Context: an optimization exercise on an open-source flow, tuned for small area, a short achievable clock period and few clock cycles. The choices shown serve that exercise and are no tape-out recipe.
In this exercise RTL edits were held to simulation tests only and were not proved equivalent to the original.
Power is estimated from default activity; no workload was simulated.

[design/flow/constraint.sdc]
create_clock -name core_clock -period 7.5 [get_ports {clk}]
set_input_delay 1.5000 -clock core_clock [delete_from_list [all_inputs] [get_ports {clk}]]
set_output_delay 1.5000 -clock core_clock [all_outputs]
set_load 0.01 [all_outputs]
[design/flow/run.sh]
#!/bin/bash
# synth_recipe.tcl (not shown) runs the flow's synth.tcl, then flattens the netlist and writes it again
# the make line also repeats each setting of config.mk as NAME=value (left out here)
make -C /OpenROAD-flow-scripts/flow DESIGN_CONFIG=/design/flow/config.mk WORK_HOME=/design/flow/orfs CLKGATE_MAP_FILE= SYNTH_SCRIPT=/design/flow/synth_recipe.tcl finish
[design/flow/design.v]
`default_nettype none
module dcim_colsum (
    input  wire [127:0] x,
    output wire [9:0]   s,
    output wire [9:0]   c
);
    wire s1 = x[0] ^ x[1] ^ x[2];
    wire k2 = (x[0] & x[1]) | (x[0] & x[2]) | (x[1] & x[2]);
    wire s3 = x[3] ^ x[4] ^ x[5];
    wire k4 = (x[3] & x[4]) | (x[3] & x[5]) | (x[4] & x[5]);
    wire s5 = x[32] ^ x[33] ^ x[34];
    wire k6 = (x[32] & x[33]) | (x[32] & x[34]) | (x[33] & x[34]);
    wire s7 = x[35] ^ x[36] ^ x[37];
    wire k8 = (x[35] & x[36]) | (x[35] & x[37]) | (x[36] & x[37]);
    wire s9 = x[38] ^ x[39] ^ x[40];
    wire k10 = (x[38] & x[39]) | (x[38] & x[40]) | (x[39] & x[40]);
    wire s11 = x[64] ^ x[65] ^ x[66];
    wire k12 = (x[64] & x[65]) | (x[64] & x[66]) | (x[65] & x[66]);
    wire s13 = x[67] ^ x[68] ^ x[69];
    wire k14 = (x[67] & x[68]) | (x[67] & x[69]) | (x[68] & x[69]);
    wire s15 = x[70] ^ x[71] ^ x[72];
    wire k16 = (x[70] & x[71]) | (x[70] & x[72]) | (x[71] & x[72]);
    wire s17 = x[73] ^ x[74];
    wire k18 = x[73] & x[74];
    wire s19 = x[96] ^ x[97] ^ x[98];
    wire k20 = (x[96] & x[97]) | (x[96] & x[98]) | (x[97] & x[98]);
    wire s21 = x[99] ^ x[100] ^ x[101];
    wire k22 = (x[99] & x[100]) | (x[99] & x[101]) | (x[100] & x[101]);
    wire s23 = x[102] ^ x[103] ^ x[104];
    wire k24 = (x[102] & x[103]) | (x[102] & x[104]) | (x[103] & x[104]);
    wire s25 = x[105] ^ x[106] ^ x[107];
    wire k26 = (x[105] & x[106]) | (x[105] & x[107]) | (x[106] & x[107]);
    wire s27 = x[6] ^ x[7] ^ x[8];
    wire k28 = (x[6] & x[7]) | (x[6] & x[8]) | (x[7] & x[8]);
    wire s29 = x[9] ^ x[10] ^ x[11];
    wire k30 = (x[9] & x[10]) | (x[9] & x[11]) | (x[10] & x[11]);
    wire s31 = x[12] ^ x[13] ^ x[14];
    wire k32 = (x[12] & x[13]) | (x[12] & x[14]) | (x[13] & x[14]);
    wire s33 = x[15] ^ x[16] ^ x[17];
    wire k34 = (x[15] & x[16]) | (x[15] & x[17]) | (x[16] & x[17]);
    wire s35 = x[18] ^ x[19];
    wire k36 = x[18] & x[19];
    wire s37 = x[41] ^ x[42] ^ x[43];
    wire k38 = (x[41] & x[42]) | (x[41] & x[43]) | (x[42] & x[43]);
    wire s39 = x[44] ^ x[45] ^ x[46];
    wire k40 = (x[44] & x[45]) | (x[44] & x[46]) | (x[45] & x[46]);
    wire s41 = x[47] ^ x[48] ^ x[49];
    wire k42 = (x[47] & x[48]) | (x[47] & x[49]) | (x[48] & x[49]);
    wire s43 = x[50] ^ x[51] ^ x[52];
    wire k44 = (x[50] & x[51]) | (x[50] & x[52]) | (x[51] & x[52]);
    wire s45 = x[53] ^ x[54] ^ x[55];
    wire k46 = (x[53] & x[54]) | (x[53] & x[55]) | (x[54] & x[55]);
    wire s47 = x[56] ^ x[57] ^ x[58];
    wire k48 = (x[56] & x[57]) | (x[56] & x[58]) | (x[57] & x[58]);
    wire s49 = x[59] ^ x[60] ^ x[61];
    wire k50 = (x[59] & x[60]) | (x[59] & x[61]) | (x[60] & x[61]);
    wire s51 = x[75] ^ x[76] ^ x[77];
    wire k52 = (x[75] & x[76]) | (x[75] & x[77]) | (x[76] & x[77]);
    wire s53 = x[78] ^ x[79] ^ x[80];
    wire k54 = (x[78] & x[79]) | (x[78] & x[80]) | (x[79] & x[80]);
    wire s55 = x[81] ^ x[82] ^ x[83];
    wire k56 = (x[81] & x[82]) | (x[81] & x[83]) | (x[82] & x[83]);
    wire s57 = x[84] ^ x[85] ^ x[86];
    wire k58 = (x[84] & x[85]) | (x[84] & x[86]) | (x[85] & x[86]);
    wire s59 = x[87] ^ x[88] ^ x[89];
    wire k60 = (x[87] & x[88]) | (x[87] & x[89]) | (x[88] & x[89]);
    wire s61 = x[90] ^ x[91] ^ x[92];
    wire k62 = (x[90] & x[91]) | (x[90] & x[92]) | (x[91] & x[92]);
    wire s63 = x[93] ^ x[94] ^ x[95];
    wire k64 = (x[93] & x[94]) | (x[93] & x[95]) | (x[94] & x[95]);
    wire s65 = s11 ^ s13 ^ s15;
    wire k66 = (s11 & s13) | (s11 & s15) | (s13 & s15);
    wire s67 = x[108] ^ x[109] ^ x[110];
    wire k68 = (x[108] & x[109]) | (x[108] & x[110]) | (x[109] & x[110]);
    wire s69 = x[111] ^ x[112] ^ x[113];
    wire k70 = (x[111] & x[112]) | (x[111] & x[113]) | (x[112] & x[113]);
    wire s71 = x[114] ^ x[115] ^ x[116];
    wire k72 = (x[114] & x[115]) | (x[114] & x[116]) | (x[115] & x[116]);
    wire s73 = x[117] ^ x[118] ^ x[119];
    wire k74 = (x[117] & x[118]) | (x[117] & x[119]) | (x[118] & x[119]);
    wire s75 = x[120] ^ x[121] ^ x[122];
    wire k76 = (x[120] & x[121]) | (x[120] & x[122]) | (x[121] & x[122]);
    wire s77 = x[123] ^ x[124] ^ x[125];
    wire k78 = (x[123] & x[124]) | (x[123] & x[125]) | (x[124] & x[125]);
    wire s79 = x[126] ^ x[127] ^ s19;
    wire k80 = (x[126] & x[127]) | (x[126] & s19) | (x[127] & s19);
    wire s81 = s21 ^ s23 ^ s25;
    wire k82 = (s21 & s23) | (s21 & s25) | (s23 & s25);
    wire s83 = k12 ^ k14;
    wire k84 = k12 & k14;
    wire s85 = x[20] ^ x[21] ^ x[22];
    wire k86 = (x[20] & x[21]) | (x[20] & x[22]) | (x[21] & x[22]);
    wire s87 = x[23] ^ x[24] ^ x[25];
    wire k88 = (x[23] & x[24]) | (x[23] & x[25]) | (x[24] & x[25]);
    wire s89 = x[26] ^ x[27] ^ x[28];
    wire k90 = (x[26] & x[27]) | (x[26] & x[28]) | (x[27] & x[28]);
    wire s91 = x[62] ^ x[63] ^ s5;
    wire k92 = (x[62] & x[63]) | (x[62] & s5) | (x[63] & s5);
    wire s93 = s7 ^ s9 ^ k2;
    wire k94 = (s7 & s9) | (s7 & k2) | (s9 & k2);
    wire s95 = k4 ^ s37 ^ s39;
    wire k96 = (k4 & s37) | (k4 & s39) | (s37 & s39);
    wire s97 = s41 ^ s43 ^ s45;
    wire k98 = (s41 & s43) | (s41 & s45) | (s43 & s45);
    wire s99 = s47 ^ s49;
    wire k100 = s47 & s49;
    wire s101 = s17 ^ k6 ^ k8;
    wire k102 = (s17 & k6) | (s17 & k8) | (k6 & k8);
    wire s103 = k10 ^ s51 ^ s53;
    wire k104 = (k10 & s51) | (k10 & s53) | (s51 & s53);
    wire s105 = s55 ^ s57 ^ s59;
    wire k106 = (s55 & s57) | (s55 & s59) | (s57 & s59);
    wire s107 = s61 ^ s63 ^ s65;
    wire k108 = (s61 & s63) | (s61 & s65) | (s63 & s65);
    wire s109 = k38 ^ k40 ^ k42;
    wire k110 = (k38 & k40) | (k38 & k42) | (k40 & k42);
    wire s111 = k44 ^ k46;
    wire k112 = k44 & k46;
    wire s113 = k16 ^ k18 ^ s67;
    wire k114 = (k16 & k18) | (k16 & s67) | (k18 & s67);
    wire s115 = s69 ^ s71 ^ s73;
    wire k116 = (s69 & s71) | (s69 & s73) | (s71 & s73);
    wire s117 = s75 ^ s77 ^ s79;
    wire k118 = (s75 & s77) | (s75 & s79) | (s77 & s79);
    wire s119 = s81 ^ s83 ^ k52;
    wire k120 = (s81 & s83) | (s81 & k52) | (s83 & k52);
    wire s121 = k54 ^ k56 ^ k58;
    wire k122 = (k54 & k56) | (k54 & k58) | (k56 & k58);
    wire s123 = k60 ^ k62 ^ k64;
    wire k124 = (k60 & k62) | (k60 & k64) | (k62 & k64);
    wire s125 = k20 ^ k22 ^ k24;
    wire k126 = (k20 & k22) | (k20 & k24) | (k22 & k24);
    wire s127 = k26 ^ k68 ^ k70;
    wire k128 = (k26 & k68) | (k26 & k70) | (k68 & k70);
    wire s129 = k72 ^ k74 ^ k76;
    wire k130 = (k72 & k74) | (k72 & k76) | (k74 & k76);
    wire s131 = x[29] ^ x[30] ^ x[31];
    wire k132 = (x[29] & x[30]) | (x[29] & x[31]) | (x[30] & x[31]);
    wire s133 = s1 ^ s3 ^ s27;
    wire k134 = (s1 & s3) | (s1 & s27) | (s3 & s27);
    wire s135 = k28 ^ k30 ^ k32;
    wire k136 = (k28 & k30) | (k28 & k32) | (k30 & k32);
    wire s137 = k34 ^ k36 ^ s91;
    wire k138 = (k34 & k36) | (k34 & s91) | (k36 & s91);
    wire s139 = s93 ^ s95 ^ s97;
    wire k140 = (s93 & s95) | (s93 & s97) | (s95 & s97);
    wire s141 = k48 ^ k50 ^ s101;
    wire k142 = (k48 & k50) | (k48 & s101) | (k50 & s101);
    wire s143 = s103 ^ s105 ^ s107;
    wire k144 = (s103 & s105) | (s103 & s107) | (s105 & s107);
    wire s145 = s109 ^ s111 ^ k92;
    wire k146 = (s109 & s111) | (s109 & k92) | (s111 & k92);
    wire s147 = k94 ^ k96;
    wire k148 = k94 & k96;
    wire s149 = k66 ^ s113 ^ s115;
    wire k150 = (k66 & s113) | (k66 & s115) | (s113 & s115);
    wire s151 = s117 ^ s119 ^ s121;
    wire k152 = (s117 & s119) | (s117 & s121) | (s119 & s121);
    wire s153 = s123 ^ k102 ^ k104;
    wire k154 = (s123 & k102) | (s123 & k104) | (k102 & k104);
    wire s155 = k106 ^ k108 ^ k110;
    wire k156 = (k106 & k108) | (k106 & k110) | (k108 & k110);
    wire s157 = k78 ^ k80 ^ k82;
    wire k158 = (k78 & k80) | (k78 & k82) | (k80 & k82);
    wire s159 = k84 ^ s125 ^ s127;
    wire k160 = (k84 & s125) | (k84 & s127) | (s125 & s127);
    wire s161 = s129 ^ k114 ^ k116;
    wire k162 = (s129 & k114) | (s129 & k116) | (k114 & k116);
    wire s163 = k118 ^ k120 ^ k122;
    wire k164 = (k118 & k120) | (k118 & k122) | (k120 & k122);
    wire s165 = s29 ^ s31 ^ s33;
    wire k166 = (s29 & s31) | (s29 & s33) | (s31 & s33);
    wire s167 = s35 ^ s85;
    wire k168 = s35 & s85;
    wire s169 = s99 ^ k86 ^ k88;
    wire k170 = (s99 & k86) | (s99 & k88) | (k86 & k88);
    wire s171 = k90 ^ s135 ^ s137;
    wire k172 = (k90 & s135) | (k90 & s137) | (s135 & s137);
    wire s173 = s139 ^ k132;
    wire k174 = s139 & k132;
    wire s175 = k98 ^ k100 ^ s141;
    wire k176 = (k98 & k100) | (k98 & s141) | (k100 & s141);
    wire s177 = s143 ^ s145 ^ s147;
    wire k178 = (s143 & s145) | (s143 & s147) | (s145 & s147);
    wire s179 = k136 ^ k138 ^ k140;
    wire k180 = (k136 & k138) | (k136 & k140) | (k138 & k140);
    wire s181 = k112 ^ s149 ^ s151;
    wire k182 = (k112 & s149) | (k112 & s151) | (s149 & s151);
    wire s183 = s153 ^ s155 ^ k142;
    wire k184 = (s153 & s155) | (s153 & k142) | (s155 & k142);
    wire s185 = k144 ^ k146 ^ k148;
    wire k186 = (k144 & k146) | (k144 & k148) | (k146 & k148);
    wire s187 = k124 ^ s157 ^ s159;
    wire k188 = (k124 & s157) | (k124 & s159) | (s157 & s159);
    wire s189 = s161 ^ s163 ^ k150;
    wire k190 = (s161 & s163) | (s161 & k150) | (s163 & k150);
    wire s191 = k152 ^ k154 ^ k156;
    wire k192 = (k152 & k154) | (k152 & k156) | (k154 & k156);
    wire s193 = k126 ^ k128 ^ k130;
    wire k194 = (k126 & k128) | (k126 & k130) | (k128 & k130);
    wire s195 = k158 ^ k160 ^ k162;
    wire k196 = (k158 & k160) | (k158 & k162) | (k160 & k162);
    wire s197 = s87 ^ s89 ^ s131;
    wire k198 = (s87 & s89) | (s87 & s131) | (s89 & s131);
    wire s199 = k134 ^ s169 ^ s171;
    wire k200 = (k134 & s169) | (k134 & s171) | (s169 & s171);
    wire s201 = s173 ^ k166;
    wire k202 = s173 & k166;
    wire s203 = s175 ^ s177 ^ s179;
    wire k204 = (s175 & s177) | (s175 & s179) | (s177 & s179);
    wire s205 = k170 ^ k172 ^ k174;
    wire k206 = (k170 & k172) | (k170 & k174) | (k172 & k174);
    wire s207 = s181 ^ s183 ^ s185;
    wire k208 = (s181 & s183) | (s181 & s185) | (s183 & s185);
    wire s209 = k176 ^ k178 ^ k180;
    wire k210 = (k176 & k178) | (k176 & k180) | (k178 & k180);
    wire s211 = s187 ^ s189 ^ s191;
    wire k212 = (s187 & s189) | (s187 & s191) | (s189 & s191);
    wire s213 = k182 ^ k184 ^ k186;
    wire k214 = (k182 & k184) | (k182 & k186) | (k184 & k186);
    wire s215 = k164 ^ s193 ^ s195;
    wire k216 = (k164 & s193) | (k164 & s195) | (s193 & s195);
    wire s217 = k188 ^ k190 ^ k192;
    wire k218 = (k188 & k190) | (k188 & k192) | (k190 & k192);
    wire s219 = s133 ^ s165;
    wire k220 = s133 & s165;
    wire s221 = k168 ^ s199 ^ s201;
    wire k222 = (k168 & s199) | (k168 & s201) | (s199 & s201);
    wire s223 = s203 ^ s205 ^ k200;
    wire k224 = (s203 & s205) | (s203 & k200) | (s205 & k200);
    wire s225 = s207 ^ s209 ^ k204;
    wire k226 = (s207 & s209) | (s207 & k204) | (s209 & k204);
    wire s227 = s211 ^ s213 ^ k208;
    wire k228 = (s211 & s213) | (s211 & k208) | (s213 & k208);
    wire s229 = s215 ^ s217 ^ k212;
    wire k230 = (s215 & s217) | (s215 & k212) | (s217 & k212);
    wire s231 = k194 ^ k196 ^ k216;
    wire k232 = (k194 & k196) | (k194 & k216) | (k196 & k216);
    wire s233 = s167 ^ s197;
    wire k234 = s167 & s197;
    wire s235 = k198 ^ s221 ^ k220;
    wire k236 = (k198 & s221) | (k198 & k220) | (s221 & k220);
    wire s237 = k202 ^ s223 ^ k222;
    wire k238 = (k202 & s223) | (k202 & k222) | (s223 & k222);
    wire s239 = k206 ^ s225 ^ k224;
    wire k240 = (k206 & s225) | (k206 & k224) | (s225 & k224);
    wire s241 = k210 ^ s227 ^ k226;
    wire k242 = (k210 & s227) | (k210 & k226) | (s227 & k226);
    wire s243 = k214 ^ s229 ^ k228;
    wire k244 = (k214 & s229) | (k214 & k228) | (s229 & k228);
    wire s245 = k218 ^ s231 ^ k230;
    wire k246 = (k218 & s231) | (k218 & k230) | (s231 & k230);
    assign s = {1'b0, 1'b0, k232, s245, s243, s241, s239, s237, s235, s219};
    assign c = {1'b0, 1'b0, k246, k244, k242, k240, k238, k236, k234, s233};
endmodule
`default_nettype none
`timescale 1ns / 1ps
module tinymoa_dcim (
    input clk,
    input nrst,
    output reg        mmio_ready,
    input             mmio_write,
    input      [31:0] mmio_wdata,
    input             mmio_read,
    output     [31:0] mmio_rdata,
    input      [5:0]  mmio_addr,
    input      [31:0] mem_rdata,
    output     [31:0] mem_wdata,
    output reg        mem_write,
    output reg        mem_read,
    output reg [9:0]  mem_addr
);
    reg        cfg_reload;
    reg [2:0]  cfg_prec;
    reg [9:0]  cfg_wbase;
    reg [9:0]  cfg_abase;
    reg [9:0]  cfg_rbase;
    reg [5:0]  cfg_n;
    reg        busy;
    reg        done;
    reg [9:0]  rdata_q;           
    assign mmio_rdata = {22'd0, rdata_q};
    wire [3:0] reg_idx = mmio_addr[5:2];
    wire       start   = mmio_write && (reg_idx == 4'd0) && mmio_wdata[0] && !busy;
    always @(posedge clk or negedge nrst) begin
        if (!nrst) begin
            cfg_reload <= 1'b1;
            cfg_prec   <= 3'd1;
            cfg_wbase  <= 10'h180;
            cfg_abase  <= 10'h1A0;
            cfg_rbase  <= 10'h1B0;
            cfg_n      <= 6'd32;
            mmio_ready <= 1'b0;
        end else begin
            mmio_ready <= mmio_write | mmio_read;
            if (mmio_write) begin
                case (reg_idx)
                    4'd0: {cfg_reload, cfg_prec} <= mmio_wdata[4:1];
                    4'd2: cfg_wbase <= mmio_wdata[9:0];
                    4'd3: cfg_abase <= mmio_wdata[9:0];
                    4'd4: cfg_rbase <= mmio_wdata[9:0];
                    4'd5: cfg_n     <= mmio_wdata[5:0];
                    default: ;
                endcase
            end
        end
    end
    always @(posedge clk) begin
        case (reg_idx)
            4'd0: rdata_q <= {5'd0, cfg_reload, cfg_prec, 1'b0};
            4'd1: rdata_q <= {8'd0, done, busy};
            4'd2: rdata_q <= cfg_wbase;
            4'd3: rdata_q <= cfg_abase;
            4'd4: rdata_q <= cfg_rbase;
            4'd5: rdata_q <= {4'd0, cfg_n};
            default: rdata_q <= 10'd0;
        endcase
    end
    reg [4:0] ph;
    always @(posedge clk or negedge nrst) begin
        if (!nrst) ph <= 5'd0;
        else       ph <= ph + 5'd1;
    end
    wire [4:0]  rs = ph + 5'd1;
    wire [31:0] rot0 = rs[0] ? {mem_rdata[30:0], mem_rdata[31]}    : mem_rdata;
    wire [31:0] rot1 = rs[1] ? {rot0[29:0], rot0[31:30]}            : rot0;
    wire [31:0] rot2 = rs[2] ? {rot1[27:0], rot1[31:28]}            : rot1;
    wire [31:0] rot3 = rs[3] ? {rot2[23:0], rot2[31:24]}            : rot2;
    wire [31:0] rot  = rs[4] ? {rot3[15:0], rot3[31:16]}            : rot3;
    reg [3:0] tag0, tag1;
    wire      ld_row  = tag1[3] &  tag1[2] & tag1[0];
    wire      ld_act  = tag1[3] & ~tag1[2];
    reg [31:0] T [0:31];
    reg [31:0] A [0:3];
    reg [31:0] V;
    genvar gx, gp;
    generate
        for (gx = 1; gx < 32; gx = gx + 1) begin : g_torus
            always @(posedge clk)
                T[gx] <= {T[gx-1][30:0], T[gx-1][31]};
        end
        for (gp = 0; gp < 4; gp = gp + 1) begin : g_act
            always @(posedge clk)
                A[gp] <= (ld_act && tag1[1:0] == gp) ? rot : {A[gp][30:0], A[gp][31]};
        end
    endgenerate
    always @(posedge clk)
        T[0] <= ld_row ? rot : {T[31][30:0], T[31][31]};
    always @(posedge clk or negedge nrst) begin
        if (!nrst) V <= 32'd0;
        else       V <= {V[30:0], V[31] | ld_row};
    end
    reg  [3:0]   plane_en;
    wire [127:0] xb;
    genvar gj;
    generate
        for (gj = 0; gj < 32; gj = gj + 1) begin : g_x
            wire w = T[gj][0] & V[gj];
            assign xb[gj]      = plane_en[0] & ~(w ^ A[0][gj]);
            assign xb[32 + gj] = plane_en[1] & ~(w ^ A[1][gj]);
            assign xb[64 + gj] = plane_en[2] & ~(w ^ A[2][gj]);
            assign xb[96 + gj] = plane_en[3] & ~(w ^ A[3][gj]);
        end
    endgenerate
    wire [9:0] tree_s, tree_c;
    dcim_colsum u_sum (.x(xb), .s(tree_s), .c(tree_c));
    localparam S_IDLE  = 2'd0;
    localparam S_ISSUE = 2'd1;
    localparam S_WAIT  = 2'd2;
    localparam S_COMP  = 2'd3;
    reg [1:0] state;
    reg [5:0] cnt;
    wire [5:0] k_last   = {cfg_reload, 2'b00, cfg_prec} - 6'd1;
    wire       item_act = (cnt < {3'd0, cfg_prec});
    wire [4:0] row_r    = 5'd0 - (ph + 5'd3);      
    wire       row_ld   = ({1'b0, row_r} < cfg_n);
    reg        s1_v, s1_last;
    reg [4:0]  s1_col;
    reg [9:0]  s1_s, s1_c;
    reg        s2_last;
    reg [10:0] wdata_q;
    reg [8:0]  bias;
    assign mem_wdata = {{21{wdata_q[10]}}, wdata_q};
    always @(posedge clk)
        bias <= ({3'd0, cfg_n} << cfg_prec) - {3'd0, cfg_n};
    always @(posedge clk or negedge nrst) begin
        if (!nrst) begin
            state    <= S_IDLE;
            cnt      <= 6'd0;
            busy     <= 1'b0;
            done     <= 1'b0;
            mem_read <= 1'b0;
            mem_write <= 1'b0;
            tag0     <= 4'd0;
            tag1     <= 4'd0;
            s1_v     <= 1'b0;
            s1_last  <= 1'b0;
            s2_last  <= 1'b0;
            plane_en <= 4'd0;
        end else begin
            mem_read  <= 1'b0;
            mem_write <= 1'b0;
            tag0      <= 4'd0;
            tag1      <= tag0;
            s1_v      <= 1'b0;
            s1_last   <= 1'b0;
            s2_last   <= s1_last;
            case (state)
                S_IDLE: begin
                    if (start) begin
                        busy     <= 1'b1;
                        done     <= 1'b0;
                        plane_en <= {mmio_wdata[3:1] > 3'd3, mmio_wdata[3:1] > 3'd2,
                                     mmio_wdata[3:1] > 3'd1, mmio_wdata[3:1] > 3'd0};
                        mem_read <= 1'b1;
                        tag0     <= 4'b1000;
                        cnt      <= 6'd1;
                        state    <= (mmio_wdata[3:1] == 3'd1 && !mmio_wdata[4]) ? S_WAIT : S_ISSUE;
                        if (mmio_wdata[3:1] == 3'd1 && !mmio_wdata[4]) cnt <= 6'd0;
                    end
                end
                S_ISSUE: begin
                    if (item_act) begin
                        mem_read <= 1'b1;
                        tag0     <= {2'b10, cnt[1:0]};
                    end else begin
                        mem_read <= row_ld;
                        tag0     <= {3'b110, row_ld};
                    end
                    if (cnt == k_last) begin
                        cnt   <= 6'd0;
                        state <= S_WAIT;
                    end else begin
                        cnt <= cnt + 6'd1;
                    end
                end
                S_WAIT: begin
                    cnt <= cnt + 6'd1;
                    if (cnt[0]) begin
                        cnt   <= 6'd0;
                        state <= S_COMP;
                    end
                end
                S_COMP: begin
                    s1_v <= 1'b1;
                    cnt  <= cnt + 6'd1;
                    if (cnt[4:0] == 5'd31) begin
                        s1_last <= 1'b1;
                        cnt     <= 6'd0;
                        state   <= S_IDLE;
                    end
                end
            endcase
            mem_write <= s1_v && ({1'b0, s1_col} < cfg_n);
            if (s1_last) begin
                busy <= 1'b0;
                done <= 1'b1;
            end
        end
    end
    always @(posedge clk) begin
        if (s1_v)
            mem_addr <= cfg_rbase + {5'd0, s1_col};
        else if (state == S_ISSUE)
            mem_addr <= item_act ? cfg_abase + {7'd0, cnt[2:0]} : cfg_wbase + {5'd0, row_r};
        else
            mem_addr <= cfg_abase;
        s1_col  <= 5'd0 - ph;
        s1_s    <= tree_s;
        s1_c    <= tree_c;
        wdata_q <= {s1_s, 1'b0} + {s1_c, 1'b0} - {2'd0, bias};
    end
endmodule
[design/flow/config.mk]
export PLATFORM = sky130hd
export DESIGN_NAME = tinymoa_dcim
export DESIGN_NICKNAME = tinymoa_dcim
export VERILOG_FILES = /design/flow/design.v
export SDC_FILE = /design/flow/constraint.sdc
export NUM_CORES = 4
export LEC_CHECK = 0
export CAP_MARGIN = 20
export CORE_MARGIN = 2
export CORE_UTILIZATION = 40
export SLEW_MARGIN = 20
==> run summary <==
cell usage in the layout (no fill, tap or decap), types with 7 or more instances in the layout:
master           netlist  routed
a211oi_1               8       8
a21o_1                15      15
a21oi_1              121     121
a21oi_2               20      20
a21oi_4               12      12
a22oi_1               11      11
and2_1                68      68
buf_4                 44      13
bufinv_16              0      11
clkbuf_1              65      21
clkbuf_16              0     119
clkbuf_8               0      22
clkdlybuf4s50_1        0     103
clkinv_2               0      25
clkinv_4               0       8
clkinvlp_4             0       7
conb_1                 1      22
dfrtp_1               92      91
dfstp_2               12      12
dfxtp_1             1213    1213
fa_1                 125     125
ha_1                  64      64
inv_1                190     190
mux2_2                90      90
mux2i_1               22      22
mux4_2                32      32
nand2_1              211     211
nand3_1               11      10
nor2_1               156     156
nor2b_1               14      14
nor3_1                15      15
nor4_1                 7       7
o21ai_0               42      42
o21ai_1               64      64
xnor2_1               20      20
xor2_1               145     142
final timing paths:
check                       startpoint           end  cells past startpoint
max                        plane_en[3]       s1_s[3]                     14
min                           T[2][27]      T[3][28]                      0
max reg2reg                plane_en[3]       s1_s[3]                     14
min reg2reg                   T[2][27]      T[3][28]                      0
max in group asynchronous         nrst          V[9]                      2
min in group asynchronous         nrst  cfg_rbase[6]                      1
per-stage QoR:
step	power (mW)	hold WS [ps]	setup slack, ps	area, µm²	util, %
2_1_floorplan	9.34	310	2400	39600	-
3_3_place_gp	9.93	310	1760	41700	42.5
3_5_place_dp	9.95	312	1710	41700	42.5
4_1_cts	16.2	287	1650	45900	46.7
5_1_grt	16.7	287	1390	45900	46.8
6_report	16.0	288	1670	45900	46.8
sequential cells by signal, indices dropped and copies added, names as in the netlist, 2 cells and up:
register   flops
mem_addr      10
ph             5
rdata_q       10
cnt            6
wdata_q       11
cfg_n          6
tag1           4
s1_s           8
cfg_rbase     10
cfg_abase     10
T           1024
tag0           4
cfg_wbase     10
state          2
A            128
bias           9
cfg_prec       3
V             32
plane_en       4
s1_col         5
s1_c           8
layer usage:
layer	part of all wire, %	vias to the layer above
li1	-	9846
met1	50	9679
met2	43	335
met3	4.3	128
met4	2.7	0
met5	0	-
power groups by stage:
stage	Clock, mW	Sequential [mW]	Combinational, mW
final	6.17	8.10	1.69
after floorplan	0	8.13	1.20
after global placement	0	8.24	1.68
after CTS	6.34	8.11	1.71
after detailed placement	0	8.25	1.70
after global routing	6.63	8.18	1.91
cell usage after synthesis (5+ instances only):
master,count
fa_1,125
nor2b_1,14
buf_4,44
mux2_2,90
dfrtp_1,92
buf_1,8
nor3_1,15
ha_1,64
a21oi_1,121
a21oi_4,12
xnor2_1,20
and2_1,68
nor4_1,7
dfstp_2,12
dfxtp_1,1213
mux2i_1,22
nor2_1,156
nand2_1,211
mux4_2,32
inv_1,190
a21oi_2,20
buf_2,10
nand3_1,11
o21a_1,5
clkbuf_1,65
o21ai_1,64
a222oi_1,5
a211oi_1,8
xor2_1,145
a21o_1,15
a22oi_1,11
o21ai_0,42
kinds of logic after synthesis:
kind of cell	share of synthesized area, %
adders and majority gates	8.36
other	0.00949
muxes	4.95
buffers and inverters	3.59
DFF	68.1
AOI/OAI and AO/OA	5.60
and+or+nand+nor	5.75
xor gates and xnor gates	3.66
critical path: stages (launching register included):
cell	delay, ps
dfrtp_1	1010
nand2_1	180
fa_1	590
inv_1	60
fa_1	530
fa_1	560
inv_1	60
fa_1	490
inv_1	50
fa_1	470
inv_1	50
fa_1	510
fa_1	550
inv_1	60
fa_1	460
layout make-up:
cell class / count / area share (%)
Inverter: 190 / 1.55
Multi-Input combinational cell: 1377 / 24.7
Tap cell: 1287 / 3.51
Sequential cell: 1317 / 58.6
Clock inverter: 61 / 1.72
Clock buffer: 162 / 7.32
Timing Repair Buffer: 117 / 2.52
Antenna cell: 4 / 0.0218
==> out/qor.yml <==
worst_hold_path_type: "reg -> reg"
vias: 20000
cts_inserted_buffers: 118
p_seq_share_pct: 50.8
multi_input_area_um2: 11400
drv_slew: 0
worst_pin_slew_ps: 1020
drc: 0
rows: 115
grt_busiest_layer: "met2"
groute.layer.met3.usage_pct: 2.50
synth.largest_area_cell: "dfxtp_1"
worstSkewPairLatency_ps: 710
p_sw_mw: 3.92
holdBufCountCts: 0
die_w_um: 318
drt-total-wl_mm: 71.9
syn_area_um2: 39500
ios: 151
worst_ep_required_time_ps: 8030
postRouteAntennaNets: 0
gr-total-overflow: 0
finalNetCount: 3384
port_buffers: 104
clock_path_buffers: 3
cp-end-kind: "register"
p_clk_share_pct: 38.6
cts_setup_buffers: 0
dp_cells: 4287
power_frac_comb_pct: 10.6
cts-root-buf: "clkbuf_16"
core-area_um2: 98100
grt_pass1_vias: 19700
place_congestion: 0.861
setup_viol: 0
r2r_setup_slack_ps: 1670
swShare_pct: 24.6
tritoncts: "built"
ys.flop_type: "dfxtp_1"
start_util_pct: 40.3
rsz0062_at_grt: "false"
fin_skew_ps: 61.4
cp-start-kind: "register"
hpwl_mm: 50.8
post-route-period-util_pct: 77.7
regArea_um2: 26900
p_per_area_nw_per_um2: 348
use_met2_pct: 21.7
async_flop_share_pct: 7.90
irDropWorstVdd_mv: 0.239
area_growth_pct: 16.2
synth-seq-area-share_pct: 68.1
grt_pass1_wl_mm: 113
instances_no_fill: 4515
p_leak_nw: 18.9
wl_per_cell_um: 15.9
cts.sinks: 1317
max_freq_mhz: 172
viasPerCell: 4.43
yosys-top-cells-area: "dfxtp_1 61%, fa_1 6.3%, dfrtp_1 5.8%"
cts_resized: 0
fin_setup_tns_ps: 0
die_y_um: 318
syn_inst: 2995
synth_cell_types: 69
use_met1_pct: 20.9
hold_violations: 0
status: "complete, no violations"
critPathArrivalTime_ps: 6350
min_period_ps: 5830
grt_max_degree: 65
slew_headroom_pct: 31.9
synth_top_area_share_pct: 61.5
htree_levels: 3
path_max_fanout: 33
antenna_found_initial: 6
synth_edf_count: 0
nFillCells: 8727
path_clk_slew_ps: 60
ys_ff_latch: 1317
criticalPathCategory: "reg -> reg"
yosysWarnings: 3
dr.first_iter.drc_count: 1152
grt_use_total_pct: 14.4
die_area_um2: 101000
syn_avg_cell_area_um2: 13.2
drive_gt1_share_pct: 12.3
power.internal_mw: 12.0
max_cap_violations: 0
drtPass1Iterations: 6
Testbench counts, summed over its fixed seeds: cycles 17,601.

-- static timing again, ports no longer ideal --
No port has a modelled driver above. Below, the same layout with a new extraction and two added sets of constraints. Step 1, drivers: a clkbuf_16 drives clk and a buf_2 each remaining input, both assumed. Step 2 moves the port delays by t, midway between the first and last clock arrival at a register: inputs arrive t later, outputs are due t later. That takes back most of the time a late clock gives input paths. Slacks: ideal ports / drivers / drivers and shift; pairs: ideal ports / drivers.
shift t [ns]: 0.744
setup WS [ns]: 1.675 / 1.675 / 1.675
worst setup path after step 2: register to register
slew at the worst register clock pin (ns): 0.07 / 0.07
cell pins on the clock port's net: 1
After both steps setup and hold are still met in this run. The setup slack of this run moves by 0.000 ns with the drivers and by 0.000 ns with both steps.
